This design comes from an exercise in tuning for small area, a short achievable clock period and few clock cycles per item on the open sky130 flow, not from production work. RTL that was checked went through simulation tests only; none was proved equivalent to the original. No functional check of the RTL was part of run 1.

## design/flow/design.v

```verilog
module geofence ( clk,reset,X,Y,valid,is_inside);
  input clk;
  input reset;
  input [9:0] X;
  input [9:0] Y;
  output reg valid;
  output reg is_inside;
  reg  [3:0]  cnt;
  reg  [9:0]  px, py;                   
  reg  [10:0] spx, spy, sqx, sqy;       
  reg  [10:0] vcx, vcy;                 
  reg         gc;                       
  reg  [10:0] curx, cury, othx, othy;   
  reg         has_cur, has_oth, hit;
  reg         last, c_act;              
  wire [10:0] dx1 = {1'b0, X} - {1'b0, px};
  wire [10:0] dy1 = {1'b0, Y} - {1'b0, py};
  wire [9:0]  dx2 = px - X;
  wire [9:0]  dy2 = py - Y;
  wire [10:0] dx = {dx1[10], dx1[10] ? dx2 : dx1[9:0]};
  wire [10:0] dy = {dy1[10], dy1[10] ? dy2 : dy1[9:0]};
  wire s_neg, s_zero;
  xsm u_s (.ax(spx), .ay(spy), .bx(sqx), .by(sqy), .neg(s_neg), .zero(s_zero));
  wire c_neg, c_zero;
  xsm u_c (.ax(curx), .ay(cury), .bx(vcx), .by(vcy), .neg(c_neg), .zero(c_zero));
  wire c_pos = ~c_neg & ~c_zero;
  wire upd = c_act & (~has_cur | (gc ? c_pos : c_neg));
  wire [10:0] nx = upd ? vcx : curx;    
  wire [10:0] ny = upd ? vcy : cury;
  wire n_has = has_cur | c_act;
  wire pre_last = (cnt == 4'd7);
  wire g_next = s_neg ^ pre_last;
  wire keep = (g_next == gc);
  wire [10:0] curx_n = keep ? nx : othx;
  wire [10:0] cury_n = keep ? ny : othy;
  wire [10:0] othx_n = keep ? othx : nx;
  wire [10:0] othy_n = keep ? othy : ny;
  wire has_cur_n = keep ? n_has : has_oth;
  wire has_oth_n = keep ? has_oth : n_has;
  wire ok_ab = has_cur & has_oth & ~s_neg;
  wire ok_5  = gc ? ~c_pos : ~c_neg;
  wire res = has_cur & (hit | ok_ab | ok_5);
  always @(posedge clk or posedge reset) begin
    if (reset) begin
      cnt <= 4'd0;
    end else begin
      cnt <= (cnt == 4'd9) ? 4'd0 : cnt + 4'd1;
    end
  end
  always @(posedge clk) begin
    valid <= last;
    is_inside <= res;
    last <= pre_last;
    c_act <= (cnt >= 4'd3) && (cnt <= 4'd6);
    if (cnt == 4'd0) begin px <= X; py <= Y; end
    if (pre_last) begin
      spx <= s_neg ? othx_n : curx_n; spy <= s_neg ? othy_n : cury_n;
      sqx <= s_neg ? curx_n : othx_n; sqy <= s_neg ? cury_n : othy_n;
    end else begin
      spx <= dx; spy <= dy;
      if (cnt == 4'd1) begin sqx <= dx; sqy <= dy; end
    end
    vcx <= spx; vcy <= spy;
    gc <= s_neg;
    curx <= curx_n; cury <= cury_n; othx <= othx_n; othy <= othy_n;
    if (cnt == 4'd3) begin has_cur <= 1'b0; has_oth <= 1'b0; end
    else begin has_cur <= has_cur_n; has_oth <= has_oth_n; end
    if (cnt == 4'd1) hit <= 1'b0;
    else if (cnt >= 4'd2 && cnt <= 4'd6 && X == px && Y == py) hit <= 1'b1;
  end
endmodule
module xsm (input [10:0] ax, input [10:0] ay, input [10:0] bx, input [10:0] by, output neg, output zero);
  wire p1 = ax[0] & by[0];
  wire p2 = ax[0] & by[1];
  wire p3 = ax[0] & by[2];
  wire p4 = ax[0] & by[3];
  wire p5 = ax[0] & by[4];
  wire p6 = ax[0] & by[5];
  wire p7 = ax[0] & by[6];
  wire p8 = ax[0] & by[7];
  wire p9 = ax[0] & by[8];
  wire p10 = ax[0] & by[9];
  wire p11 = ax[1] & by[0];
  wire p12 = ax[1] & by[1];
  wire p13 = ax[1] & by[2];
  wire p14 = ax[1] & by[3];
  wire p15 = ax[1] & by[4];
  wire p16 = ax[1] & by[5];
  wire p17 = ax[1] & by[6];
  wire p18 = ax[1] & by[7];
  wire p19 = ax[1] & by[8];
  wire p20 = ax[1] & by[9];
  wire p21 = ax[2] & by[0];
  wire p22 = ax[2] & by[1];
  wire p23 = ax[2] & by[2];
  wire p24 = ax[2] & by[3];
  wire p25 = ax[2] & by[4];
  wire p26 = ax[2] & by[5];
  wire p27 = ax[2] & by[6];
  wire p28 = ax[2] & by[7];
  wire p29 = ax[2] & by[8];
  wire p30 = ax[2] & by[9];
  wire p31 = ax[3] & by[0];
  wire p32 = ax[3] & by[1];
  wire p33 = ax[3] & by[2];
  wire p34 = ax[3] & by[3];
  wire p35 = ax[3] & by[4];
  wire p36 = ax[3] & by[5];
  wire p37 = ax[3] & by[6];
  wire p38 = ax[3] & by[7];
  wire p39 = ax[3] & by[8];
  wire p40 = ax[3] & by[9];
  wire p41 = ax[4] & by[0];
  wire p42 = ax[4] & by[1];
  wire p43 = ax[4] & by[2];
  wire p44 = ax[4] & by[3];
  wire p45 = ax[4] & by[4];
  wire p46 = ax[4] & by[5];
  wire p47 = ax[4] & by[6];
  wire p48 = ax[4] & by[7];
  wire p49 = ax[4] & by[8];
  wire p50 = ax[4] & by[9];
  wire p51 = ax[5] & by[0];
  wire p52 = ax[5] & by[1];
  wire p53 = ax[5] & by[2];
  wire p54 = ax[5] & by[3];
  wire p55 = ax[5] & by[4];
  wire p56 = ax[5] & by[5];
  wire p57 = ax[5] & by[6];
  wire p58 = ax[5] & by[7];
  wire p59 = ax[5] & by[8];
  wire p60 = ax[5] & by[9];
  wire p61 = ax[6] & by[0];
  wire p62 = ax[6] & by[1];
  wire p63 = ax[6] & by[2];
  wire p64 = ax[6] & by[3];
  wire p65 = ax[6] & by[4];
  wire p66 = ax[6] & by[5];
  wire p67 = ax[6] & by[6];
  wire p68 = ax[6] & by[7];
  wire p69 = ax[6] & by[8];
  wire p70 = ax[6] & by[9];
  wire p71 = ax[7] & by[0];
  wire p72 = ax[7] & by[1];
  wire p73 = ax[7] & by[2];
  wire p74 = ax[7] & by[3];
  wire p75 = ax[7] & by[4];
  wire p76 = ax[7] & by[5];
  wire p77 = ax[7] & by[6];
  wire p78 = ax[7] & by[7];
  wire p79 = ax[7] & by[8];
  wire p80 = ax[7] & by[9];
  wire p81 = ax[8] & by[0];
  wire p82 = ax[8] & by[1];
  wire p83 = ax[8] & by[2];
  wire p84 = ax[8] & by[3];
  wire p85 = ax[8] & by[4];
  wire p86 = ax[8] & by[5];
  wire p87 = ax[8] & by[6];
  wire p88 = ax[8] & by[7];
  wire p89 = ax[8] & by[8];
  wire p90 = ax[8] & by[9];
  wire p91 = ax[9] & by[0];
  wire p92 = ax[9] & by[1];
  wire p93 = ax[9] & by[2];
  wire p94 = ax[9] & by[3];
  wire p95 = ax[9] & by[4];
  wire p96 = ax[9] & by[5];
  wire p97 = ax[9] & by[6];
  wire p98 = ax[9] & by[7];
  wire p99 = ax[9] & by[8];
  wire p100 = ax[9] & by[9];
  wire p101 = ~(ay[0] & bx[0]);
  wire p102 = ~(ay[0] & bx[1]);
  wire p103 = ~(ay[0] & bx[2]);
  wire p104 = ~(ay[0] & bx[3]);
  wire p105 = ~(ay[0] & bx[4]);
  wire p106 = ~(ay[0] & bx[5]);
  wire p107 = ~(ay[0] & bx[6]);
  wire p108 = ~(ay[0] & bx[7]);
  wire p109 = ~(ay[0] & bx[8]);
  wire p110 = ~(ay[0] & bx[9]);
  wire p111 = ~(ay[1] & bx[0]);
  wire p112 = ~(ay[1] & bx[1]);
  wire p113 = ~(ay[1] & bx[2]);
  wire p114 = ~(ay[1] & bx[3]);
  wire p115 = ~(ay[1] & bx[4]);
  wire p116 = ~(ay[1] & bx[5]);
  wire p117 = ~(ay[1] & bx[6]);
  wire p118 = ~(ay[1] & bx[7]);
  wire p119 = ~(ay[1] & bx[8]);
  wire p120 = ~(ay[1] & bx[9]);
  wire p121 = ~(ay[2] & bx[0]);
  wire p122 = ~(ay[2] & bx[1]);
  wire p123 = ~(ay[2] & bx[2]);
  wire p124 = ~(ay[2] & bx[3]);
  wire p125 = ~(ay[2] & bx[4]);
  wire p126 = ~(ay[2] & bx[5]);
  wire p127 = ~(ay[2] & bx[6]);
  wire p128 = ~(ay[2] & bx[7]);
  wire p129 = ~(ay[2] & bx[8]);
  wire p130 = ~(ay[2] & bx[9]);
  wire p131 = ~(ay[3] & bx[0]);
  wire p132 = ~(ay[3] & bx[1]);
  wire p133 = ~(ay[3] & bx[2]);
  wire p134 = ~(ay[3] & bx[3]);
  wire p135 = ~(ay[3] & bx[4]);
  wire p136 = ~(ay[3] & bx[5]);
  wire p137 = ~(ay[3] & bx[6]);
  wire p138 = ~(ay[3] & bx[7]);
  wire p139 = ~(ay[3] & bx[8]);
  wire p140 = ~(ay[3] & bx[9]);
  wire p141 = ~(ay[4] & bx[0]);
  wire p142 = ~(ay[4] & bx[1]);
  wire p143 = ~(ay[4] & bx[2]);
  wire p144 = ~(ay[4] & bx[3]);
  wire p145 = ~(ay[4] & bx[4]);
  wire p146 = ~(ay[4] & bx[5]);
  wire p147 = ~(ay[4] & bx[6]);
  wire p148 = ~(ay[4] & bx[7]);
  wire p149 = ~(ay[4] & bx[8]);
  wire p150 = ~(ay[4] & bx[9]);
  wire p151 = ~(ay[5] & bx[0]);
  wire p152 = ~(ay[5] & bx[1]);
  wire p153 = ~(ay[5] & bx[2]);
  wire p154 = ~(ay[5] & bx[3]);
  wire p155 = ~(ay[5] & bx[4]);
  wire p156 = ~(ay[5] & bx[5]);
  wire p157 = ~(ay[5] & bx[6]);
  wire p158 = ~(ay[5] & bx[7]);
  wire p159 = ~(ay[5] & bx[8]);
  wire p160 = ~(ay[5] & bx[9]);
  wire p161 = ~(ay[6] & bx[0]);
  wire p162 = ~(ay[6] & bx[1]);
  wire p163 = ~(ay[6] & bx[2]);
  wire p164 = ~(ay[6] & bx[3]);
  wire p165 = ~(ay[6] & bx[4]);
  wire p166 = ~(ay[6] & bx[5]);
  wire p167 = ~(ay[6] & bx[6]);
  wire p168 = ~(ay[6] & bx[7]);
  wire p169 = ~(ay[6] & bx[8]);
  wire p170 = ~(ay[6] & bx[9]);
  wire p171 = ~(ay[7] & bx[0]);
  wire p172 = ~(ay[7] & bx[1]);
  wire p173 = ~(ay[7] & bx[2]);
  wire p174 = ~(ay[7] & bx[3]);
  wire p175 = ~(ay[7] & bx[4]);
  wire p176 = ~(ay[7] & bx[5]);
  wire p177 = ~(ay[7] & bx[6]);
  wire p178 = ~(ay[7] & bx[7]);
  wire p179 = ~(ay[7] & bx[8]);
  wire p180 = ~(ay[7] & bx[9]);
  wire p181 = ~(ay[8] & bx[0]);
  wire p182 = ~(ay[8] & bx[1]);
  wire p183 = ~(ay[8] & bx[2]);
  wire p184 = ~(ay[8] & bx[3]);
  wire p185 = ~(ay[8] & bx[4]);
  wire p186 = ~(ay[8] & bx[5]);
  wire p187 = ~(ay[8] & bx[6]);
  wire p188 = ~(ay[8] & bx[7]);
  wire p189 = ~(ay[8] & bx[8]);
  wire p190 = ~(ay[8] & bx[9]);
  wire p191 = ~(ay[9] & bx[0]);
  wire p192 = ~(ay[9] & bx[1]);
  wire p193 = ~(ay[9] & bx[2]);
  wire p194 = ~(ay[9] & bx[3]);
  wire p195 = ~(ay[9] & bx[4]);
  wire p196 = ~(ay[9] & bx[5]);
  wire p197 = ~(ay[9] & bx[6]);
  wire p198 = ~(ay[9] & bx[7]);
  wire p199 = ~(ay[9] & bx[8]);
  wire p200 = ~(ay[9] & bx[9]);
  wire s201, c202;
  fa1 us201 (.a(p10), .b(p19), .ci(p28), .s(s201), .co(c202));
  wire s203 = p20 ^ p29;
  wire c204 = p20 & p29;
  wire s205, c206;
  fa1 us205 (.a(p7), .b(p16), .ci(p25), .s(s205), .co(c206));
  wire s207, c208;
  fa1 us207 (.a(p8), .b(p17), .ci(p26), .s(s207), .co(c208));
  wire s209, c210;
  fa1 us209 (.a(p35), .b(p44), .ci(p53), .s(s209), .co(c210));
  wire s211 = p62 ^ p71;
  wire c212 = p62 & p71;
  wire s213, c214;
  fa1 us213 (.a(p9), .b(p18), .ci(p27), .s(s213), .co(c214));
  wire s215, c216;
  fa1 us215 (.a(p36), .b(p45), .ci(p54), .s(s215), .co(c216));
  wire s217, c218;
  fa1 us217 (.a(p63), .b(p72), .ci(p81), .s(s217), .co(c218));
  wire s219, c220;
  fa1 us219 (.a(p109), .b(p118), .ci(p127), .s(s219), .co(c220));
  wire s221 = p136 ^ p145;
  wire c222 = p136 & p145;
  wire s223, c224;
  fa1 us223 (.a(p37), .b(p46), .ci(p55), .s(s223), .co(c224));
  wire s225, c226;
  fa1 us225 (.a(p64), .b(p73), .ci(p82), .s(s225), .co(c226));
  wire s227, c228;
  fa1 us227 (.a(p91), .b(p110), .ci(p119), .s(s227), .co(c228));
  wire s229, c230;
  fa1 us229 (.a(p128), .b(p137), .ci(p146), .s(s229), .co(c230));
  wire s231, c232;
  fa1 us231 (.a(p155), .b(p164), .ci(p173), .s(s231), .co(c232));
  wire s233 = p182 ^ p191;
  wire c234 = p182 & p191;
  wire s235, c236;
  fa1 us235 (.a(p38), .b(p47), .ci(p56), .s(s235), .co(c236));
  wire s237, c238;
  fa1 us237 (.a(p65), .b(p74), .ci(p83), .s(s237), .co(c238));
  wire s239, c240;
  fa1 us239 (.a(p92), .b(p120), .ci(p129), .s(s239), .co(c240));
  wire s241, c242;
  fa1 us241 (.a(p138), .b(p147), .ci(p156), .s(s241), .co(c242));
  wire s243, c244;
  fa1 us243 (.a(p165), .b(p174), .ci(p183), .s(s243), .co(c244));
  wire s245, c246;
  fa1 us245 (.a(p192), .b(1'b1), .ci(c202), .s(s245), .co(c246));
  wire s247, c248;
  fa1 us247 (.a(p30), .b(p39), .ci(p48), .s(s247), .co(c248));
  wire s249, c250;
  fa1 us249 (.a(p57), .b(p66), .ci(p75), .s(s249), .co(c250));
  wire s251, c252;
  fa1 us251 (.a(p84), .b(p93), .ci(p130), .s(s251), .co(c252));
  wire s253, c254;
  fa1 us253 (.a(p139), .b(p148), .ci(p157), .s(s253), .co(c254));
  wire s255, c256;
  fa1 us255 (.a(p166), .b(p175), .ci(p184), .s(s255), .co(c256));
  wire s257, c258;
  fa1 us257 (.a(p40), .b(p49), .ci(p58), .s(s257), .co(c258));
  wire s259, c260;
  fa1 us259 (.a(p67), .b(p76), .ci(p85), .s(s259), .co(c260));
  wire s261, c262;
  fa1 us261 (.a(p94), .b(p140), .ci(p149), .s(s261), .co(c262));
  wire s263, c264;
  fa1 us263 (.a(p50), .b(p59), .ci(p68), .s(s263), .co(c264));
  wire s265, c266;
  fa1 us265 (.a(p5), .b(p14), .ci(p23), .s(s265), .co(c266));
  wire s267, c268;
  fa1 us267 (.a(p6), .b(p15), .ci(p24), .s(s267), .co(c268));
  wire s269, c270;
  fa1 us269 (.a(p33), .b(p42), .ci(p51), .s(s269), .co(c270));
  wire s271 = p106 ^ p115;
  wire c272 = p106 & p115;
  wire s273, c274;
  fa1 us273 (.a(p34), .b(p43), .ci(p52), .s(s273), .co(c274));
  wire s275, c276;
  fa1 us275 (.a(p61), .b(p107), .ci(p116), .s(s275), .co(c276));
  wire s277, c278;
  fa1 us277 (.a(p125), .b(p134), .ci(p143), .s(s277), .co(c278));
  wire s279 = p152 ^ p161;
  wire c280 = p152 & p161;
  wire s281, c282;
  fa1 us281 (.a(p108), .b(p117), .ci(p126), .s(s281), .co(c282));
  wire s283, c284;
  fa1 us283 (.a(p135), .b(p144), .ci(p153), .s(s283), .co(c284));
  wire s285, c286;
  fa1 us285 (.a(p162), .b(p171), .ci(1'b1), .s(s285), .co(c286));
  wire s287, c288;
  fa1 us287 (.a(c206), .b(s207), .ci(s209), .s(s287), .co(c288));
  wire s289, c290;
  fa1 us289 (.a(p154), .b(p163), .ci(p172), .s(s289), .co(c290));
  wire s291, c292;
  fa1 us291 (.a(p181), .b(1'b1), .ci(c208), .s(s291), .co(c292));
  wire s293, c294;
  fa1 us293 (.a(c210), .b(c212), .ci(s213), .s(s293), .co(c294));
  wire s295, c296;
  fa1 us295 (.a(s215), .b(s217), .ci(s219), .s(s295), .co(c296));
  wire s297, c298;
  fa1 us297 (.a(1'b1), .b(c214), .ci(c216), .s(s297), .co(c298));
  wire s299, c300;
  fa1 us299 (.a(c218), .b(c220), .ci(c222), .s(s299), .co(c300));
  wire s301, c302;
  fa1 us301 (.a(s223), .b(s225), .ci(s227), .s(s301), .co(c302));
  wire s303, c304;
  fa1 us303 (.a(s229), .b(s231), .ci(s233), .s(s303), .co(c304));
  wire s305, c306;
  fa1 us305 (.a(c224), .b(c226), .ci(c228), .s(s305), .co(c306));
  wire s307, c308;
  fa1 us307 (.a(c230), .b(c232), .ci(c234), .s(s307), .co(c308));
  wire s309, c310;
  fa1 us309 (.a(s235), .b(s237), .ci(s239), .s(s309), .co(c310));
  wire s311, c312;
  fa1 us311 (.a(s241), .b(s243), .ci(s203), .s(s311), .co(c312));
  wire s313, c314;
  fa1 us313 (.a(p193), .b(c236), .ci(c238), .s(s313), .co(c314));
  wire s315, c316;
  fa1 us315 (.a(c240), .b(c242), .ci(c244), .s(s315), .co(c316));
  wire s317, c318;
  fa1 us317 (.a(s247), .b(s249), .ci(s251), .s(s317), .co(c318));
  wire s319, c320;
  fa1 us319 (.a(s253), .b(s255), .ci(c204), .s(s319), .co(c320));
  wire s321, c322;
  fa1 us321 (.a(p158), .b(p167), .ci(p176), .s(s321), .co(c322));
  wire s323, c324;
  fa1 us323 (.a(p185), .b(p194), .ci(c248), .s(s323), .co(c324));
  wire s325, c326;
  fa1 us325 (.a(c250), .b(c252), .ci(c254), .s(s325), .co(c326));
  wire s327, c328;
  fa1 us327 (.a(c256), .b(s257), .ci(s259), .s(s327), .co(c328));
  wire s329, c330;
  fa1 us329 (.a(p77), .b(p86), .ci(p95), .s(s329), .co(c330));
  wire s331, c332;
  fa1 us331 (.a(p150), .b(p159), .ci(p168), .s(s331), .co(c332));
  wire s333, c334;
  fa1 us333 (.a(p177), .b(p186), .ci(p195), .s(s333), .co(c334));
  wire s335, c336;
  fa1 us335 (.a(c258), .b(c260), .ci(c262), .s(s335), .co(c336));
  wire s337, c338;
  fa1 us337 (.a(p60), .b(p69), .ci(p78), .s(s337), .co(c338));
  wire s339, c340;
  fa1 us339 (.a(p87), .b(p96), .ci(p160), .s(s339), .co(c340));
  wire s341, c342;
  fa1 us341 (.a(p169), .b(p178), .ci(p187), .s(s341), .co(c342));
  wire s343, c344;
  fa1 us343 (.a(p70), .b(p79), .ci(p88), .s(s343), .co(c344));
  wire s345 = p3 ^ p12;
  wire c346 = p3 & p12;
  wire s347, c348;
  fa1 us347 (.a(p4), .b(p13), .ci(p22), .s(s347), .co(c348));
  wire s349, c350;
  fa1 us349 (.a(p31), .b(p104), .ci(p113), .s(s349), .co(c350));
  wire s351, c352;
  fa1 us351 (.a(p32), .b(p41), .ci(p105), .s(s351), .co(c352));
  wire s353, c354;
  fa1 us353 (.a(p114), .b(p123), .ci(p132), .s(s353), .co(c354));
  wire s355 = p141 ^ 1'b1;
  wire c356 = p141 & 1'b1;
  wire s357, c358;
  fa1 us357 (.a(p124), .b(p133), .ci(p142), .s(s357), .co(c358));
  wire s359, c360;
  fa1 us359 (.a(p151), .b(1'b1), .ci(c266), .s(s359), .co(c360));
  wire s361, c362;
  fa1 us361 (.a(s267), .b(s269), .ci(s271), .s(s361), .co(c362));
  wire s363, c364;
  fa1 us363 (.a(1'b1), .b(c268), .ci(c270), .s(s363), .co(c364));
  wire s365, c366;
  fa1 us365 (.a(c272), .b(s273), .ci(s275), .s(s365), .co(c366));
  wire s367, c368;
  fa1 us367 (.a(s277), .b(s279), .ci(s205), .s(s367), .co(c368));
  wire s369, c370;
  fa1 us369 (.a(c274), .b(c276), .ci(c278), .s(s369), .co(c370));
  wire s371, c372;
  fa1 us371 (.a(c280), .b(s281), .ci(s283), .s(s371), .co(c372));
  wire s373, c374;
  fa1 us373 (.a(s285), .b(s211), .ci(s287), .s(s373), .co(c374));
  wire s375, c376;
  fa1 us375 (.a(c282), .b(c284), .ci(c286), .s(s375), .co(c376));
  wire s377, c378;
  fa1 us377 (.a(s289), .b(s221), .ci(c288), .s(s377), .co(c378));
  wire s379, c380;
  fa1 us379 (.a(s291), .b(s293), .ci(s295), .s(s379), .co(c380));
  wire s381, c382;
  fa1 us381 (.a(c290), .b(s201), .ci(c292), .s(s381), .co(c382));
  wire s383, c384;
  fa1 us383 (.a(c294), .b(c296), .ci(s297), .s(s383), .co(c384));
  wire s385, c386;
  fa1 us385 (.a(s299), .b(s301), .ci(s303), .s(s385), .co(c386));
  wire s387, c388;
  fa1 us387 (.a(c298), .b(c300), .ci(c302), .s(s387), .co(c388));
  wire s389, c390;
  fa1 us389 (.a(c304), .b(s305), .ci(s307), .s(s389), .co(c390));
  wire s391, c392;
  fa1 us391 (.a(s309), .b(s311), .ci(s245), .s(s391), .co(c392));
  wire s393, c394;
  fa1 us393 (.a(c306), .b(c308), .ci(c310), .s(s393), .co(c394));
  wire s395, c396;
  fa1 us395 (.a(c312), .b(s313), .ci(s315), .s(s395), .co(c396));
  wire s397, c398;
  fa1 us397 (.a(s317), .b(s319), .ci(c246), .s(s397), .co(c398));
  wire s399, c400;
  fa1 us399 (.a(s321), .b(s261), .ci(c314), .s(s399), .co(c400));
  wire s401, c402;
  fa1 us401 (.a(c316), .b(c318), .ci(c320), .s(s401), .co(c402));
  wire s403, c404;
  fa1 us403 (.a(s323), .b(s325), .ci(s327), .s(s403), .co(c404));
  wire s405, c406;
  fa1 us405 (.a(c322), .b(s329), .ci(s331), .s(s405), .co(c406));
  wire s407, c408;
  fa1 us407 (.a(s333), .b(s263), .ci(c324), .s(s407), .co(c408));
  wire s409, c410;
  fa1 us409 (.a(c326), .b(c328), .ci(s335), .s(s409), .co(c410));
  wire s411, c412;
  fa1 us411 (.a(p196), .b(c330), .ci(c332), .s(s411), .co(c412));
  wire s413, c414;
  fa1 us413 (.a(c334), .b(s337), .ci(s339), .s(s413), .co(c414));
  wire s415, c416;
  fa1 us415 (.a(s341), .b(c264), .ci(c336), .s(s415), .co(c416));
  wire s417, c418;
  fa1 us417 (.a(p97), .b(p170), .ci(p179), .s(s417), .co(c418));
  wire s419, c420;
  fa1 us419 (.a(p188), .b(p197), .ci(c338), .s(s419), .co(c420));
  wire s421, c422;
  fa1 us421 (.a(c340), .b(c342), .ci(s343), .s(s421), .co(c422));
  wire s423, c424;
  fa1 us423 (.a(p80), .b(p89), .ci(p98), .s(s423), .co(c424));
  wire s425, c426;
  fa1 us425 (.a(p180), .b(p189), .ci(p198), .s(s425), .co(c426));
  wire s427 = p2 ^ p11;
  wire c428 = p2 & p11;
  wire s429, c430;
  fa1 us429 (.a(p21), .b(p103), .ci(p112), .s(s429), .co(c430));
  wire s431 = p121 ^ 1'b1;
  wire c432 = p121 & 1'b1;
  wire s433, c434;
  fa1 us433 (.a(p122), .b(p131), .ci(1'b1), .s(s433), .co(c434));
  wire s435, c436;
  fa1 us435 (.a(c346), .b(s347), .ci(s349), .s(s435), .co(c436));
  wire s437, c438;
  fa1 us437 (.a(c348), .b(c350), .ci(s351), .s(s437), .co(c438));
  wire s439, c440;
  fa1 us439 (.a(s353), .b(s355), .ci(s265), .s(s439), .co(c440));
  wire s441, c442;
  fa1 us441 (.a(c352), .b(c354), .ci(c356), .s(s441), .co(c442));
  wire s443, c444;
  fa1 us443 (.a(s357), .b(s359), .ci(s361), .s(s443), .co(c444));
  wire s445, c446;
  fa1 us445 (.a(c358), .b(c360), .ci(c362), .s(s445), .co(c446));
  wire s447, c448;
  fa1 us447 (.a(s363), .b(s365), .ci(s367), .s(s447), .co(c448));
  wire s449, c450;
  fa1 us449 (.a(c364), .b(c366), .ci(c368), .s(s449), .co(c450));
  wire s451, c452;
  fa1 us451 (.a(s369), .b(s371), .ci(s373), .s(s451), .co(c452));
  wire s453, c454;
  fa1 us453 (.a(c370), .b(c372), .ci(s375), .s(s453), .co(c454));
  wire s455, c456;
  fa1 us455 (.a(c374), .b(s377), .ci(s379), .s(s455), .co(c456));
  wire s457, c458;
  fa1 us457 (.a(c376), .b(c378), .ci(c380), .s(s457), .co(c458));
  wire s459, c460;
  fa1 us459 (.a(s381), .b(s383), .ci(s385), .s(s459), .co(c460));
  wire s461, c462;
  fa1 us461 (.a(c382), .b(c384), .ci(c386), .s(s461), .co(c462));
  wire s463, c464;
  fa1 us463 (.a(s387), .b(s389), .ci(s391), .s(s463), .co(c464));
  wire s465, c466;
  fa1 us465 (.a(c388), .b(c390), .ci(c392), .s(s465), .co(c466));
  wire s467, c468;
  fa1 us467 (.a(s393), .b(s395), .ci(s397), .s(s467), .co(c468));
  wire s469, c470;
  fa1 us469 (.a(c394), .b(c396), .ci(c398), .s(s469), .co(c470));
  wire s471, c472;
  fa1 us471 (.a(s399), .b(s401), .ci(s403), .s(s471), .co(c472));
  wire s473, c474;
  fa1 us473 (.a(s405), .b(c400), .ci(c402), .s(s473), .co(c474));
  wire s475, c476;
  fa1 us475 (.a(c404), .b(s407), .ci(s409), .s(s475), .co(c476));
  wire s477, c478;
  fa1 us477 (.a(c406), .b(s411), .ci(s413), .s(s477), .co(c478));
  wire s479, c480;
  fa1 us479 (.a(c408), .b(c410), .ci(s415), .s(s479), .co(c480));
  wire s481, c482;
  fa1 us481 (.a(s417), .b(c412), .ci(c414), .s(s481), .co(c482));
  wire s483, c484;
  fa1 us483 (.a(s419), .b(s421), .ci(c416), .s(s483), .co(c484));
  wire s485, c486;
  fa1 us485 (.a(c418), .b(s423), .ci(s425), .s(s485), .co(c486));
  wire s487, c488;
  fa1 us487 (.a(c344), .b(c420), .ci(c422), .s(s487), .co(c488));
  wire s489, c490;
  fa1 us489 (.a(p90), .b(p99), .ci(p190), .s(s489), .co(c490));
  wire s491, c492;
  fa1 us491 (.a(p199), .b(c424), .ci(c426), .s(s491), .co(c492));
  wire s493 = p102 ^ p111;
  wire c494 = p102 & p111;
  wire s495, c496;
  fa1 us495 (.a(c428), .b(s429), .ci(s431), .s(s495), .co(c496));
  wire s497, c498;
  fa1 us497 (.a(c430), .b(c432), .ci(s433), .s(s497), .co(c498));
  wire s499, c500;
  fa1 us499 (.a(c434), .b(c436), .ci(s437), .s(s499), .co(c500));
  wire s501, c502;
  fa1 us501 (.a(c438), .b(c440), .ci(s441), .s(s501), .co(c502));
  wire s503, c504;
  fa1 us503 (.a(c442), .b(c444), .ci(s445), .s(s503), .co(c504));
  wire s505, c506;
  fa1 us505 (.a(c446), .b(c448), .ci(s449), .s(s505), .co(c506));
  wire s507, c508;
  fa1 us507 (.a(c450), .b(s453), .ci(c452), .s(s507), .co(c508));
  wire s509, c510;
  fa1 us509 (.a(c454), .b(c456), .ci(s457), .s(s509), .co(c510));
  wire s511, c512;
  fa1 us511 (.a(c458), .b(c460), .ci(s461), .s(s511), .co(c512));
  wire s513, c514;
  fa1 us513 (.a(c462), .b(c464), .ci(s465), .s(s513), .co(c514));
  wire s515, c516;
  fa1 us515 (.a(c466), .b(c468), .ci(s469), .s(s515), .co(c516));
  wire s517, c518;
  fa1 us517 (.a(c470), .b(c472), .ci(s473), .s(s517), .co(c518));
  wire s519, c520;
  fa1 us519 (.a(s477), .b(c474), .ci(c476), .s(s519), .co(c520));
  wire s521, c522;
  fa1 us521 (.a(c478), .b(s481), .ci(c480), .s(s521), .co(c522));
  wire s523, c524;
  fa1 us523 (.a(s485), .b(c482), .ci(s487), .s(s523), .co(c524));
  wire s525, c526;
  fa1 us525 (.a(s489), .b(c486), .ci(s491), .s(s525), .co(c526));
  wire s527, c528;
  fa1 us527 (.a(p100), .b(p200), .ci(c490), .s(s527), .co(c528));
  wire s529 = p1 ^ p101;
  wire c530 = p1 & p101;
  wire s531, c532;
  fa1 us531 (.a(1'b1), .b(s493), .ci(s427), .s(s531), .co(c532));
  wire s533, c534;
  fa1 us533 (.a(c494), .b(s345), .ci(s495), .s(s533), .co(c534));
  wire s535, c536;
  fa1 us535 (.a(c496), .b(s497), .ci(s435), .s(s535), .co(c536));
  wire s537, c538;
  fa1 us537 (.a(c498), .b(s439), .ci(s499), .s(s537), .co(c538));
  wire s539, c540;
  fa1 us539 (.a(c500), .b(s501), .ci(s443), .s(s539), .co(c540));
  wire s541, c542;
  fa1 us541 (.a(c502), .b(s447), .ci(s503), .s(s541), .co(c542));
  wire s543, c544;
  fa1 us543 (.a(c504), .b(s505), .ci(s451), .s(s543), .co(c544));
  wire s545, c546;
  fa1 us545 (.a(c506), .b(s455), .ci(s507), .s(s545), .co(c546));
  wire s547, c548;
  fa1 us547 (.a(s459), .b(c508), .ci(s509), .s(s547), .co(c548));
  wire s549, c550;
  fa1 us549 (.a(s463), .b(c510), .ci(s511), .s(s549), .co(c550));
  wire s551, c552;
  fa1 us551 (.a(s467), .b(c512), .ci(s513), .s(s551), .co(c552));
  wire s553, c554;
  fa1 us553 (.a(s471), .b(c514), .ci(s515), .s(s553), .co(c554));
  wire s555, c556;
  fa1 us555 (.a(s475), .b(c516), .ci(s517), .s(s555), .co(c556));
  wire s557, c558;
  fa1 us557 (.a(s479), .b(c518), .ci(s519), .s(s557), .co(c558));
  wire s559, c560;
  fa1 us559 (.a(s483), .b(c520), .ci(s521), .s(s559), .co(c560));
  wire s561, c562;
  fa1 us561 (.a(s523), .b(c484), .ci(c522), .s(s561), .co(c562));
  wire s563, c564;
  fa1 us563 (.a(s525), .b(c488), .ci(c524), .s(s563), .co(c564));
  wire s565, c566;
  fa1 us565 (.a(s527), .b(c492), .ci(c526), .s(s565), .co(c566));
  wire [20:0] r0 = {1'b1, c566, c564, c562, c560, c558, c556, c554, c552, c550, c548, c546, c544, c542, c540, c538, c536, c534, c532, c530, s529};
  wire [20:0] r1 = {1'b0, c528, s565, s563, s561, s559, s557, s555, s553, s551, s549, s547, s545, s543, s541, s539, s537, s535, s533, s531, 1'b1};
  wire [20:0] e = r0 + r1;
  wire e_neg = e[20];
  wire [20:0] zc = {r0[19:0] | r1[19:0], 1'b0};
  wire e_zero = &(~(r0 ^ r1 ^ zc));
  wire s1 = ax[10] ^ by[10];
  wire s2 = ~(ay[10] ^ bx[10]);
  wire z1 = ~(|ax[9:0]) | ~(|by[9:0]);
  wire z2 = ~(|ay[9:0]) | ~(|bx[9:0]);
  assign zero = (s1 == s2) ? (z1 & z2) : e_zero;
  assign neg = (s1 == s2) ? (s1 & ~(z1 & z2)) : (s1 ? (~e_neg & ~e_zero) : e_neg);
endmodule
module fa1 (input a, input b, input ci, output s, output co);
  assign {co, s} = a + b + ci;
endmodule
```

## design/flow/run.sh

```bash
#!/bin/bash
# synth_recipe.tcl (not shown) runs the flow's synth.tcl, then flattens the netlist and writes it again
# the make line also repeats each setting of config.mk as NAME=value (left out here)
make -C /OpenROAD-flow-scripts/flow DESIGN_CONFIG=/design/flow/config.mk WORK_HOME=/design/flow/orfs CLKGATE_MAP_FILE= SYNTH_SCRIPT=/design/flow/synth_recipe.tcl finish
```

## design/flow/config.mk

```make
export PLATFORM = sky130hd
export DESIGN_NAME = geofence
export DESIGN_NICKNAME = geofence
export VERILOG_FILES = /design/flow/design.v
export SDC_FILE = /design/flow/constraint.sdc
export NUM_CORES = 4
export LEC_CHECK = 0
export CAP_MARGIN = 20
export CORE_MARGIN = 2
export CORE_UTILIZATION = 40
export SETUP_SLACK_MARGIN = 5
export SLEW_MARGIN = 20
export SYNTH_HIERARCHICAL = 1
export SYNTH_MINIMUM_KEEP_SIZE = 0
```

## design/flow/constraint.sdc

```tcl
create_clock -name core_clock -period 12.0 [get_ports {clk}]
set_input_delay 2.4000 -clock core_clock [delete_from_list [all_inputs] [get_ports {clk}]]
set_output_delay 2.4000 -clock core_clock [all_outputs]
set_load 0.01 [all_outputs]
```

==> results of run 1 <==
==> how the worst max path moves through the flow <==
stage,endpoint,cells past startpoint
4_1_cts,sqx[2]$_DFFE_PP_,22
2_1_floorplan,sqx[5]$_DFFE_PP_,23
6_report,sqy[5]$_DFFE_PP_,22
3_3_place_gp,sqx[8]$_DFFE_PP_,21
3_5_place_dp,sqx[8]$_DFFE_PP_,21
5_1_grt,sqy[5]$_DFFE_PP_,22
==> area by class of cell <==
class	instances	area [sq um]	share of cell area
clock buffers	20	479	0.0237
clock inverters	12	110	0.00545
inverters	136	510	0.0253
multi-input cells	1480	14400	0.711
flip-flops and latches	142	3420	0.169
well taps	600	751	0.0371
repair buffers	61	578	0.0286
==> routing by layer <==
layer	wire length [microns]	vias up	share of wire
met2	25000	444	0.51
met5	0	-	0
met1	19600	6636	0.40
met4	1560	0	0.032
met3	2920	91	0.059
li1	-	5904	-
==> state kept, by name (all words and copies together) (netlist names), 11 cells and up <==
name,flops
curx,11
cury,11
othx,11
othy,11
spx,11
spy,11
sqx,11
sqy,11
vcx,11
vcy,11
==> what timing repair did <==
action,CTS,global route
gates resized for setup,49,63
buffers inserted,4,24
pin swaps,3,5
setup endpoints to repair,90,90
gates cloned,1,1
==> run summary, run 1 <==
Timing:
- Counting I/O delays and the setup requirement, the final critical path takes 6.79 ns.
- The clock arrives with 0.0133 ns of skew.
- Once routing completed, OpenROAD measured the worst setup slack at 5.21 ns.
- Timing would allow up to 147 MHz.
- The final hold violation count came to 0.
- Setup repair after global routing left no endpoint under its margin.
- The sum of negative setup slack is 0 ns.
- The normalized max-slew margin is 0.280.
- At the pin with the least slew margin, the transition time is 1.08 ns.
- The number of pins with negative max-slew slack in the final report is 0.
- In the finished design, the share of the clock period the worst path needs comes to 0.566.
- Hold is met by 0.337 ns.
- Setup violations remaining at the end of the flow were counted as 0.

Hold path:
- Along the worst hold path, the cell count comes to 0.
- The hold path startpoint is last$_DFF_P_.
- The worst hold endpoint is valid$_DFF_P_.
- The worst min-delay path category is reg -> reg.

Worst setup path:
- Grouping stages by cell kind, the critical path spends the most delay in adder cells.
- The number of cells on the worst reg-to-reg path is 22.
- The most numerous cell on the critical path is sky130_fd_sc_hd__fa_1.
- The first element of the critical path is vcy[1]$_DFF_P_.
- The critical path is of the reg -> reg type.
- The worst setup path is captured at a flip-flop.
- The largest individual stage delay along the critical path comes from the cell sky130_fd_sc_hd__fa_2.
- The worst path arrival time is 6.96 ns.
- The maximum fanout along the worst path is 12.
- The longest individual stage delay on the worst path is 0.62 ns.
- Setup slack on the worst reg-to-reg path comes out at 5.21 ns.
- For the worst setup path, the data required time is 12.17 ns.
- The critical path goes through and2_1, fa_1, fa_2, fa_1, fa_1, fa_1, fa_1, inv_1, ha_1, a21oi_2, o21ai_2, a221oi_4, o31ai_4, o211ai_1, nor2_1, mux2_4, o21ai_4, clkbuf_16, mux2i_4, nand2_1, o211a_1, o21bai_2.
- The end of the worst register-to-register path is sqy[5]$_DFFE_PP_.
- The worst register-to-register path begins at vcy[1]$_DFF_P_.
- STA classifies the critical path startpoint as a flip-flop.
- Together, buffers and inverters on the worst path number 2.

Layout:
- The layout filler cell count is 4310.
- The post-route cell area is 20200 sq um.
- At the end of the flow the core is filled with cells to 0.445.
- The area growth from synthesis to layout is 9.97%.
- The library cell used most frequently in the layout, excluding fill and tap cells, is sky130_fd_sc_hd__fa_1.
- The layout cell share with drive strength beyond 1 is 0.0800.
- At the end of the flow, the number of nets in the layout was 2340.
- The number of antenna diodes is 0.
- Leaving out filler cells and counting taps, the final layout contains 2451.
- The top cell types in the final layout, fill and taps aside, are 345 x sky130_fd_sc_hd__fa_1, 302 x sky130_fd_sc_hd__nand2_1, 210 x sky130_fd_sc_hd__and2_1.

Placed design:
- The routability-driven placement congestion ratio is 0.844.
- The total cell area at the placement stage is 19000 sq um.
- The detailed-placement wirelength estimate is 37.1 mm.
- The minimum setup slack after placement is 3.97 ns.
- The number of placed instances, taps included is 2389.
- The number of port buffers is 23.

Floorplanning:
- The width of the die is 218 microns.
- The number of standard-cell rows in the floorplan is 78.
- The die is 218 microns tall.
- The number of top-level pins is 24.
- The total area inside the core boundary comes to 45400 sq um.
- For this configuration, the core starts out at a cell density of 0.405.
- The die covers 47700 sq um.

Synthesis:
- The Yosys step of the flow raised 7 warnings.
- The synthesized area divided by synthesized cell count is 9.89 sq um.
- The synthesized area is 18400 sq um.
- The number of instances in the synthesized netlist is 1859.

GRT:
- For this run, global-route usage on met1 was measured as 0.272.
- The global-route wire length before repair is 78.4 mm.
- The largest net degree at the start of global routing is 93.
- In the global route stage, met3 resource usage came out at 0.0347.
- The overall fraction of global-route tracks in use is 0.215.
- The global routing met2 resource utilization is 0.372.
- The most crowded layer after global routing is met2.
- After global routing the overflow that remains totals 0.
- The initial antenna violation count is 0.
- The via count of the first global-routing pass was 14300.

Drt:
- For this block, the routed nets add up to 49.1 mm of wire.
- The antenna violation net count after detailed routing is 0.
- For this run, the detailed router's first-pass iteration total came to 5.
- The remaining routing DRC violations is 0.
- The starting DRC count in detailed routing is 975.
- In the final routed layout, each cell accounts on average for 20.0 microns.
- The routed via count is 13100.
- The via count normalized by instance count is 5.33.

Clock network:
- The H-tree depth is 4.
- The cell at the root of the clock tree is sky130_fd_sc_hd__clkbuf_16.
- Hold repair after CTS inserted 0 buffers.
- The CTS tree is built.
- The maximum buffer depth of the clock tree is 2.
- The number of buffers inserted during clock tree synthesis is 17.
- CTS saw 142 sinks.
- After clock tree synthesis, the clock-pin slew on the worst setup and hold paths is 0.06 ns.
- At the later pin of the worst-skew pair, clock insertion delay measures 0.43 ns.

Run:
- The tool flagged a number of max-cap violations equal to 0.

Outcome:
- The run finished with no timing, DRC or antenna violations.
==> run 2, diff against run 1 <==
--- a/design/flow/design.v
+++ b/design/flow/design.v
@@ -10,6 +10,7 @@
   reg  [10:0] spx, spy, sqx, sqy;       
+  reg  [10:0] cpx, cpy;                 
   reg  [10:0] vcx, vcy;                 
   reg         gc;                       
-  reg  [10:0] curx, cury, othx, othy;   
-  reg         has_cur, has_oth, hit;
+  reg  [10:0] ax, ay, bx, by;           
+  reg         has_l, has_r, hit;
   reg         last, c_act;              
@@ -24,20 +25,17 @@
   wire c_neg, c_zero;
-  xsm u_c (.ax(curx), .ay(cury), .bx(vcx), .by(vcy), .neg(c_neg), .zero(c_zero));
+  xsm u_c (.ax(cpx), .ay(cpy), .bx(vcx), .by(vcy), .neg(c_neg), .zero(c_zero));
   wire c_pos = ~c_neg & ~c_zero;
-  wire upd = c_act & (~has_cur | (gc ? c_pos : c_neg));
-  wire [10:0] nx = upd ? vcx : curx;    
-  wire [10:0] ny = upd ? vcy : cury;
-  wire n_has = has_cur | c_act;
+  wire upd_a = c_act & ~gc & (~has_l | c_neg);
+  wire upd_b = c_act &  gc & (~has_r | c_pos);
+  wire [10:0] ax_n = upd_a ? vcx : ax;
+  wire [10:0] ay_n = upd_a ? vcy : ay;
+  wire [10:0] bx_n = upd_b ? vcx : bx;
+  wire [10:0] by_n = upd_b ? vcy : by;
   wire pre_last = (cnt == 4'd7);
-  wire g_next = s_neg ^ pre_last;
-  wire keep = (g_next == gc);
-  wire [10:0] curx_n = keep ? nx : othx;
-  wire [10:0] cury_n = keep ? ny : othy;
-  wire [10:0] othx_n = keep ? othx : nx;
-  wire [10:0] othy_n = keep ? othy : ny;
-  wire has_cur_n = keep ? n_has : has_oth;
-  wire has_oth_n = keep ? has_oth : n_has;
-  wire ok_ab = has_cur & has_oth & ~s_neg;
-  wire ok_5  = gc ? ~c_pos : ~c_neg;
-  wire res = has_cur & (hit | ok_ab | ok_5);
+  wire use_b_n = s_neg ^ pre_last;      
+  wire ok_ab = has_l & has_r & ~s_neg;
+  wire ok_5  = gc ? (has_l & ~c_pos) : (has_r & ~c_neg);
+  wire fin_l = has_l | ~gc;
+  wire fin_r = has_r | gc;
+  wire res = fin_l & fin_r & (hit | ok_ab | ok_5);
   always @(posedge clk or posedge reset) begin
@@ -55,16 +53,18 @@
     if (cnt == 4'd0) begin px <= X; py <= Y; end
-    if (pre_last) begin
-      spx <= s_neg ? othx_n : curx_n; spy <= s_neg ? othy_n : cury_n;
-      sqx <= s_neg ? curx_n : othx_n; sqy <= s_neg ? cury_n : othy_n;
-    end else begin
-      spx <= dx; spy <= dy;
-      if (cnt == 4'd1) begin sqx <= dx; sqy <= dy; end
-    end
+    if (pre_last) begin spx <= bx_n; spy <= by_n; end
+    else begin spx <= dx; spy <= dy; end
+    if (cnt == 4'd1) begin sqx <= dx; sqy <= dy; end
+    else if (pre_last) begin sqx <= ax_n; sqy <= ay_n; end
     vcx <= spx; vcy <= spy;
     gc <= s_neg;
-    curx <= curx_n; cury <= cury_n; othx <= othx_n; othy <= othy_n;
-    if (cnt == 4'd3) begin has_cur <= 1'b0; has_oth <= 1'b0; end
-    else begin has_cur <= has_cur_n; has_oth <= has_oth_n; end
+    if (use_b_n) begin cpx <= bx_n; cpy <= by_n; end
+    else begin cpx <= ax_n; cpy <= ay_n; end
+    ax <= ax_n; ay <= ay_n; bx <= bx_n; by <= by_n;
     if (cnt == 4'd1) hit <= 1'b0;
     else if (cnt >= 4'd2 && cnt <= 4'd6 && X == px && Y == py) hit <= 1'b1;
+    if (cnt == 4'd3) begin has_l <= 1'b0; has_r <= 1'b0; end
+    else begin
+      if (upd_a) has_l <= 1'b1;
+      if (upd_b) has_r <= 1'b1;
+    end
   end
==> run summary, run 2 <==
Outcome:
- Status: finished clean (unchanged).

Drt:
- The number of detailed-routing iterations run before antenna repair was 5 (unchanged).
- The remaining routing DRC violations was 0 (unchanged).
- The antenna violation net count after detailed routing is 0 (unchanged).
- The routed via count was 12200 (was 13100).
- The final routed wire length divided by cell count came to 20.1 microns (was 20.0 microns).
- The via count normalized by instance count is 5.19 (was 5.33).
- The starting DRC count in detailed routing was 721 (was 975).
- The sum of routed wire length over all layers is 47.2 mm (was 49.1 mm).

GRT:
- The overall fraction of global-route tracks in use is 0.208 (was 0.215).
- The overall overflow remaining after global route came to 0 (unchanged).
- The global-route wire length before repair came to 75.9 mm (was 78.4 mm).
- The largest net degree at the start of global routing is 30 (was 93).
- The via count of the first global-routing pass is 13400 (was 14300).
- The initial antenna violation count was 0 (unchanged).

Floorplanning:
- The number of top-level pins is 24 (unchanged).
- The number of standard-cell rows in the floorplan was 79 (was 78).
- The placeable core area was 46300 sq um (was 45400 sq um).
- The die span in y is 220 microns (was 218 microns).
- The width of the die is 220 microns (was 218 microns).
- The initial cell density of the core is 0.403 (was 0.405).
- The total die area was 48300 sq um (was 47700 sq um).

Run:
- The reported max-cap violation count was 0 (unchanged).

Placed design:
- The number of port buffers is 23 (unchanged).
- The detailed-placement wirelength estimate is 36.7 mm (was 37.1 mm).
- The routability-driven placement congestion ratio is 0.906 (was 0.844).

Worst setup path:
- The launching point of the worst reg2reg path is sqy[9]$_DFFE_PP_ (was vcy[1]$_DFF_P_).
- The required time of the worst setup path is 12.32 ns (was 12.17 ns).
- The number of cells on the worst reg-to-reg path came to 19 (was 22).
- The longest individual stage delay on the worst path is 0.59 ns (was 0.62 ns).
- The kind of critical path is reg -> reg (unchanged).
- The maximum fanout along the worst path is 22 (was 12).
- The worst path arrival time was 7.09 ns (was 6.96 ns).
- The element type at the critical path end is a flip-flop (unchanged).
- The type of element launching the critical path is a flip-flop (unchanged).
- Critical path, cell by cell: and2_1, fa_1, fa_1, fa_1, fa_1, fa_1, fa_1, inv_1, ha_1, a21oi_1, o21ai_0, a221oi_1, o31ai_1, nand3_1, o211ai_1, buf_4, xor2_2, buf_4, mux2i_1 (was and2_1, fa_1, fa_2, fa_1, fa_1, fa_1, fa_1, inv_1, ha_1, a21oi_2, o21ai_2, a221oi_4, o31ai_4, o211ai_1, nor2_1, mux2_4, o21ai_4, clkbuf_16, mux2i_4, nand2_1, o211a_1, o21bai_2).
- The gate family responsible for the most delay along the worst path is adder cells (unchanged).
- The buffering stage count on the worst path with inverters included was 3 (was 2).
- The most numerous cell on the critical path is sky130_fd_sc_hd__fa_1 (unchanged).
- The worst-path cell with the longest stage delay is sky130_fd_sc_hd__edfxtp_1 (was sky130_fd_sc_hd__fa_2).
- The register-to-register setup slack came to 5.24 ns (was 5.21 ns).
- The end of the worst register-to-register path is cpx[1]$_DFF_P_ (was sqy[5]$_DFFE_PP_).

Hold path:
- The hold path startpoint is last$_DFF_P_ (unchanged).
- The worst hold endpoint is valid$_DFF_P_ (unchanged).
- The worst hold path stage count is 0 (unchanged).
- The worst min-delay path category is reg -> reg (unchanged).

Timing:
- The final worst clock skew was 0.0135 ns (was 0.0133 ns).
- The number of pins with negative max-slew slack in the final report is 0 (unchanged).
- The actual transition at the worst max-transition pin was 0.799 ns (was 1.08 ns).
- The sum of negative setup slack is 0 ns (unchanged).
- The ratio of final minimum period to clock period came to 0.564 (was 0.566).
- The final hold violation count came to 0 (unchanged).
- The highest attainable clock frequency is 148 MHz (was 147 MHz).
- The total setup violations reported at the end of the flow came to 0 (unchanged).
- Setup repair after global routing missed its margin: true (was false).
- The normalized max-slew margin came to 0.466 (was 0.280).
- The shortest clock period the worst path allows after layout came to 6.76 ns (was 6.79 ns).
- The smallest hold slack is 0.328 ns (was 0.337 ns).

Layout:
- The post-synthesis to final-layout area growth was 7.39% (was 9.97%).
- The layout cell share with drive strength beyond 1 came to 0.0564 (was 0.0800).
- The number of antenna diodes is 0 (unchanged).
- The most common cell after layout, fill and taps aside was sky130_fd_sc_hd__fa_1 (unchanged).
- The number of nets at the end of the flow is 2226 (was 2340).
- Commonest cells after routing, fill and taps aside: 346 x sky130_fd_sc_hd__fa_1, 237 x sky130_fd_sc_hd__nand2_1, 202 x sky130_fd_sc_hd__and2_1 (was 345 x sky130_fd_sc_hd__fa_1, 302 x sky130_fd_sc_hd__nand2_1, 210 x sky130_fd_sc_hd__and2_1).

Clock network:
- The hold buffer count at CTS is 0 (unchanged).
- The clock slew seen by the registers of the worst setup and hold paths is 0.07 ns (was 0.06 ns).
- The CTS tree is built (unchanged).
- The H-tree depth is 4 (unchanged).
- The number of clock sinks seen by CTS is 164 (was 142).
- The maximum buffer depth of the clock tree is 2 (unchanged).
- The cell at the root of the clock tree was sky130_fd_sc_hd__clkbuf_16 (unchanged).
- The clock insertion delay at the later pin of the skew report was 0.43 ns (about the same).
- The number of buffers inserted during clock tree synthesis is 17 (unchanged).

Synthesis:
- The number of instances in the synthesized netlist was 1766 (was 1859).
- The synthesized area divided by synthesized cell count came to 10.5 sq um (was 9.89 sq um).
- The synthesis warning total is 7 (unchanged).
- The synthesized area is 18600 sq um (was 18400 sq um).
## run 2: stage by stage
| step | instances | worst slack (ns) | utilization | cell area, sq um |
|---|---|---|---|---|
| finish | 2344 | 5.24 | 0.432 | 20000 |
| detailed placement | 2310 | 4.81 | 0.417 | 19300 |
| global placement | 2309 | 4.83 | 0.416 | 19300 |
| CTS | 2342 | 5.00 | 0.430 | 19900 |
| global route | 2344 | 4.98 | 0.432 | 20000 |
| floorplan | 1780 | 5.89 | - | 18700 |
## run 2: how the worst max path moves through the flow
stage                      from  depth (start not counted)                to
2_1_floorplan    vcx[8]$_DFF_P_                         21  sqx[2]$_DFFE_PP_
3_3_place_gp     vcx[7]$_DFF_P_                         20  sqx[9]$_DFFE_PP_
3_5_place_dp     vcx[7]$_DFF_P_                         20  sqx[9]$_DFFE_PP_
4_1_cts          vcy[8]$_DFF_P_                         19  sqx[9]$_DFFE_PP_
5_1_grt          vcy[6]$_DFF_P_                         21  sqx[6]$_DFFE_PP_
6_report       sqy[9]$_DFFE_PP_                         19    cpx[1]$_DFF_P_
## run 2: metal layers
layer | vias up | share of wire | track usage
met5 | - | 0 | 0
met4 | 0 | 0.028 | 0.0633
met3 | 84 | 0.050 | 0.0304
met2 | 335 | 0.50 | 0.359
met1 | 6279 | 0.42 | 0.269
li1 | 5478 | - | -
## run 2: cell type report
cell class / count / area (sq um)
clock buffer: 17 / 425
fill: 4385 / 26300
multi-input combinational: 1329 / 13900
tap: 607 / 759
sequential: 164 / 3780
timing repair buffer: 31 / 302
inverter: 181 / 679
clock inverter: 15 / 181
## run 2: timing repair
item,CTS,global route
endpoints found under the hold margin,0,0
resized for setup,14,36
setup buffers,0,2
endpoints found under the setup margin,23,76
pin swaps,0,2
Testbench counts of run 2, summed over its fixed seeds: cycles 9,592, items 960.
==> run 3, diff against run 2 <==
--- a/design/flow/config.mk
+++ b/design/flow/config.mk
@@ -9,3 +9,3 @@
 export CORE_MARGIN = 2
-export CORE_UTILIZATION = 40
+export CORE_UTILIZATION = 70
 export SETUP_SLACK_MARGIN = 5
==> run summary, run 3 <==
Worst setup path:
- The most numerous cell on the critical path was sky130_fd_sc_hd__fa_1 (unchanged).
- The type of element launching the critical path is a flip-flop (unchanged).
- The required time of the worst setup path is 12.17 ns (was 12.32 ns).
- The maximum fanout along the worst path is 22 (unchanged).
- Critical path, cell by cell: and2_1, fa_1, fa_1, fa_1, fa_1, fa_1, fa_1, inv_1, ha_1, nand2_1, o21ai_1, a211oi_1, o31ai_2, nand3_1, o211ai_1, nand2b_1, and3_1, buf_6, mux2i_1, inv_1, nand2_1, o21ai_0 (was and2_1, fa_1, fa_1, fa_1, fa_1, fa_1, fa_1, inv_1, ha_1, a21oi_1, o21ai_0, a221oi_1, o31ai_1, nand3_1, o211ai_1, buf_4, xor2_2, buf_4, mux2i_1).
- The longest individual stage delay on the worst path came to 0.54 ns (was 0.59 ns).
- The worst-path cell with the longest stage delay is sky130_fd_sc_hd__dfxtp_2 (was sky130_fd_sc_hd__edfxtp_1).
- The gate family responsible for the most delay along the worst path is adder cells (unchanged).
- The kind of critical path is reg -> reg (unchanged).
- The worst path arrival time was 6.79 ns (was 7.09 ns).
- The buffering stage count on the worst path with inverters included was 3 (unchanged).
- The element type at the critical path end is a flip-flop (unchanged).

Timing:
- The final hold violation count is 0 (unchanged).
- The highest attainable clock frequency was 151 MHz (was 148 MHz).
- The ratio of final minimum period to clock period was 0.552 (was 0.564).
- The shortest clock period the worst path allows after layout is 6.62 ns (was 6.76 ns).
- The normalized max-slew margin is 0.338 (was 0.466).
- The number of pins with negative max-slew slack in the final report came to 0 (unchanged).
- The actual transition at the worst max-transition pin came to 0.990 ns (was 0.799 ns).
- The final worst clock skew is 0.0173 ns (was 0.0135 ns).
- The smallest hold slack is 0.331 ns (was 0.328 ns).
- The total setup violations reported at the end of the flow was 0 (unchanged).
- The sum of negative setup slack was 0 ns (unchanged).
- Setup repair after global routing missed its margin: false (was true).

Floorplanning:
- The die span in y came to 167 microns (was 220 microns).
- The number of top-level pins was 24 (unchanged).
- The placeable core area is 26100 sq um (was 46300 sq um).
- The initial cell density of the core is 0.715 (was 0.403).
- The number of standard-cell rows in the floorplan is 59 (was 79).
- The width of the die was 167 microns (was 220 microns).
- The total die area is 27900 sq um (was 48300 sq um).

GRT:
- The initial antenna violation count was 0 (unchanged).
- The overall fraction of global-route tracks in use came to 0.354 (was 0.208).
- The via count of the first global-routing pass came to 14100 (was 13400).
- The global-route wire length before repair is 75.7 mm (was 75.9 mm).
- The overall overflow remaining after global route is 0 (unchanged).
- The largest net degree at the start of global routing is 30 (unchanged).

Drt:
- The final routed wire length divided by cell count came to 22.3 microns (was 20.1 microns).
- The antenna violation net count after detailed routing is 0 (unchanged).
- The number of detailed-routing iterations run before antenna repair is 7 (was 5).
- The remaining routing DRC violations is 0 (unchanged).
- The starting DRC count in detailed routing is 1152 (was 721).
- The via count normalized by instance count came to 6.15 (was 5.19).
- The sum of routed wire length over all layers was 46.1 mm (was 47.2 mm).
- The routed via count is 12700 (was 12200).

Layout:
- The most common cell after layout, fill and taps aside is sky130_fd_sc_hd__fa_1 (unchanged).
- Commonest cells after routing, fill and taps aside: 346 x sky130_fd_sc_hd__fa_1, 236 x sky130_fd_sc_hd__nand2_1, 202 x sky130_fd_sc_hd__and2_1 (was 346 x sky130_fd_sc_hd__fa_1, 237 x sky130_fd_sc_hd__nand2_1, 202 x sky130_fd_sc_hd__and2_1).
- The number of antenna diodes is 0 (unchanged).
- The layout cell share with drive strength beyond 1 is 0.0507 (was 0.0564).
- The layout filler cell count came to 1853 (was 4385).
- The number of standard cells in the final layout excluding fillers came to 2069 (was 2344).
- The post-synthesis to final-layout area growth is 5.11% (was 7.39%).
- The number of nets at the end of the flow came to 2223 (was 2226).
- The post-layout utilization of the core is 0.751 (was 0.432).

Outcome:
- Status: finished clean (unchanged).

Synthesis:
- The number of instances in the synthesized netlist is 1766 (unchanged).
- The synthesized area divided by synthesized cell count is 10.5 sq um (unchanged).
- The synthesized area was 18600 sq um (unchanged).
- The synthesis warning total is 7 (unchanged).

Hold path:
- The worst min-delay path category is reg -> reg (unchanged).

Clock network:
- The number of clock sinks seen by CTS is 164 (unchanged).
- The clock insertion delay at the later pin of the skew report is 0.44 ns (was 0.43 ns).
- The H-tree depth was 4 (unchanged).
- The clock slew seen by the registers of the worst setup and hold paths is 0.08 ns (was 0.07 ns).
- The CTS tree is built (unchanged).
- The hold buffer count at CTS was 0 (unchanged).
- The cell at the root of the clock tree is sky130_fd_sc_hd__clkbuf_16 (unchanged).
- The maximum buffer depth of the clock tree is 2 (unchanged).
- The number of buffers inserted during clock tree synthesis is 17 (unchanged).

Placed design:
- The routability-driven placement congestion ratio is 0.895 (was 0.906).
- The number of port buffers is 23 (unchanged).
- The detailed-placement wirelength estimate is 34.6 mm (was 36.7 mm).
- The number of placed instances, taps included is 2037 (was 2310).

Run:
- The reported max-cap violation count is 0 (unchanged).
run 3: per-stage QoR:
stage,area [sq um],setup WS [ns]
2_1_floorplan,18700,5.89
3_3_place_gp,18900,5.08
3_5_place_dp,18900,5.00
4_1_cts,19500,5.01
5_1_grt,19600,5.03
6_report,19600,5.38
run 3: layout make-up:
| class | instances | area (sq um) | area share |
|---|---|---|---|
| well taps | 335 | 419 | 0.0214 |
| inverters | 181 | 679 | 0.0347 |
| multi-input cells | 1329 | 13800 | 0.707 |
| clock inverters | 15 | 160 | 0.00818 |
| clock buffers | 17 | 425 | 0.0217 |
| repair buffers | 28 | 275 | 0.0141 |
| flip-flops and latches | 164 | 3770 | 0.192 |
run 3: path summary, 6_finish.rpt:
kind	startpoint	to	slack [ns]	depth (start not counted)
min in group asynchronous	reset	cnt[2]$_DFF_PP0_	2.12	2
hold / removal	last$_DFF_P_	valid$_DFF_P_	0.33	0
setup reg to reg	vcy[6]$_DFF_P_	sqx[6]$_DFFE_PP_	5.38	22
max in group asynchronous	reset	cnt[1]$_DFF_PP0_	9.73	2
setup / recovery	vcy[6]$_DFF_P_	sqx[6]$_DFFE_PP_	5.38	22
hold reg to reg	last$_DFF_P_	valid$_DFF_P_	0.33	0
run 3: timing repair:
item                                    CTS  global route
buffers inserted                          0             0
gates cloned                              0             0
endpoints found under the setup margin    4           110
resized for setup                         4            34
run 3: routing by layer:
| layer | up-vias | part of all wire | GRT usage |
|---|---|---|---|
| met5 | - | 0 | 0 |
| met4 | 0 | 0.027 | 0.104 |
| met3 | 118 | 0.082 | 0.0659 |
| met2 | 611 | 0.50 | 0.598 |
| met1 | 6511 | 0.39 | 0.471 |
| li1 | 5479 | - | - |

## what the ideal ports hide
No port has a modelled driver above. Below, the same layouts with a new extraction and two added sets of constraints. Step 1 sets driving cells, clkbuf_16 on the clock port and buf_2 on the other inputs (assumed; they add their load-dependent delay and slew). Step 2 adds t to the input delays and takes it off the output delays; t is the mean of the earliest and latest rising clock arrival at the registers after step 1. Input paths then give back, and output paths get back, about the clock's delay inside the block. Three values: ideal ports, drivers, drivers and shift; two values: the first two.
| run | shift t [ns] | setup WS [ns] | worst hold slack (ns) | slew at the worst register clock pin (ns) | worst slew at a driven data input, ns |
|---|---|---|---|---|---|
| run 1 | 0.474 | 5.205 / 5.205 / 5.205 | 0.337 / 0.337 / 0.337 | 0.07 / 0.07 | 0.04 |
| run 2 | 0.469 | 5.237 / 5.237 / 5.237 | 0.328 / 0.328 / 0.328 | 0.08 / 0.08 | 0.04 |
| run 3 | 0.483 | 5.379 / 5.379 / 5.379 | 0.331 / 0.331 / 0.331 | 0.08 / 0.08 | 0.04 |
After both steps setup and hold are still met in every run listed.
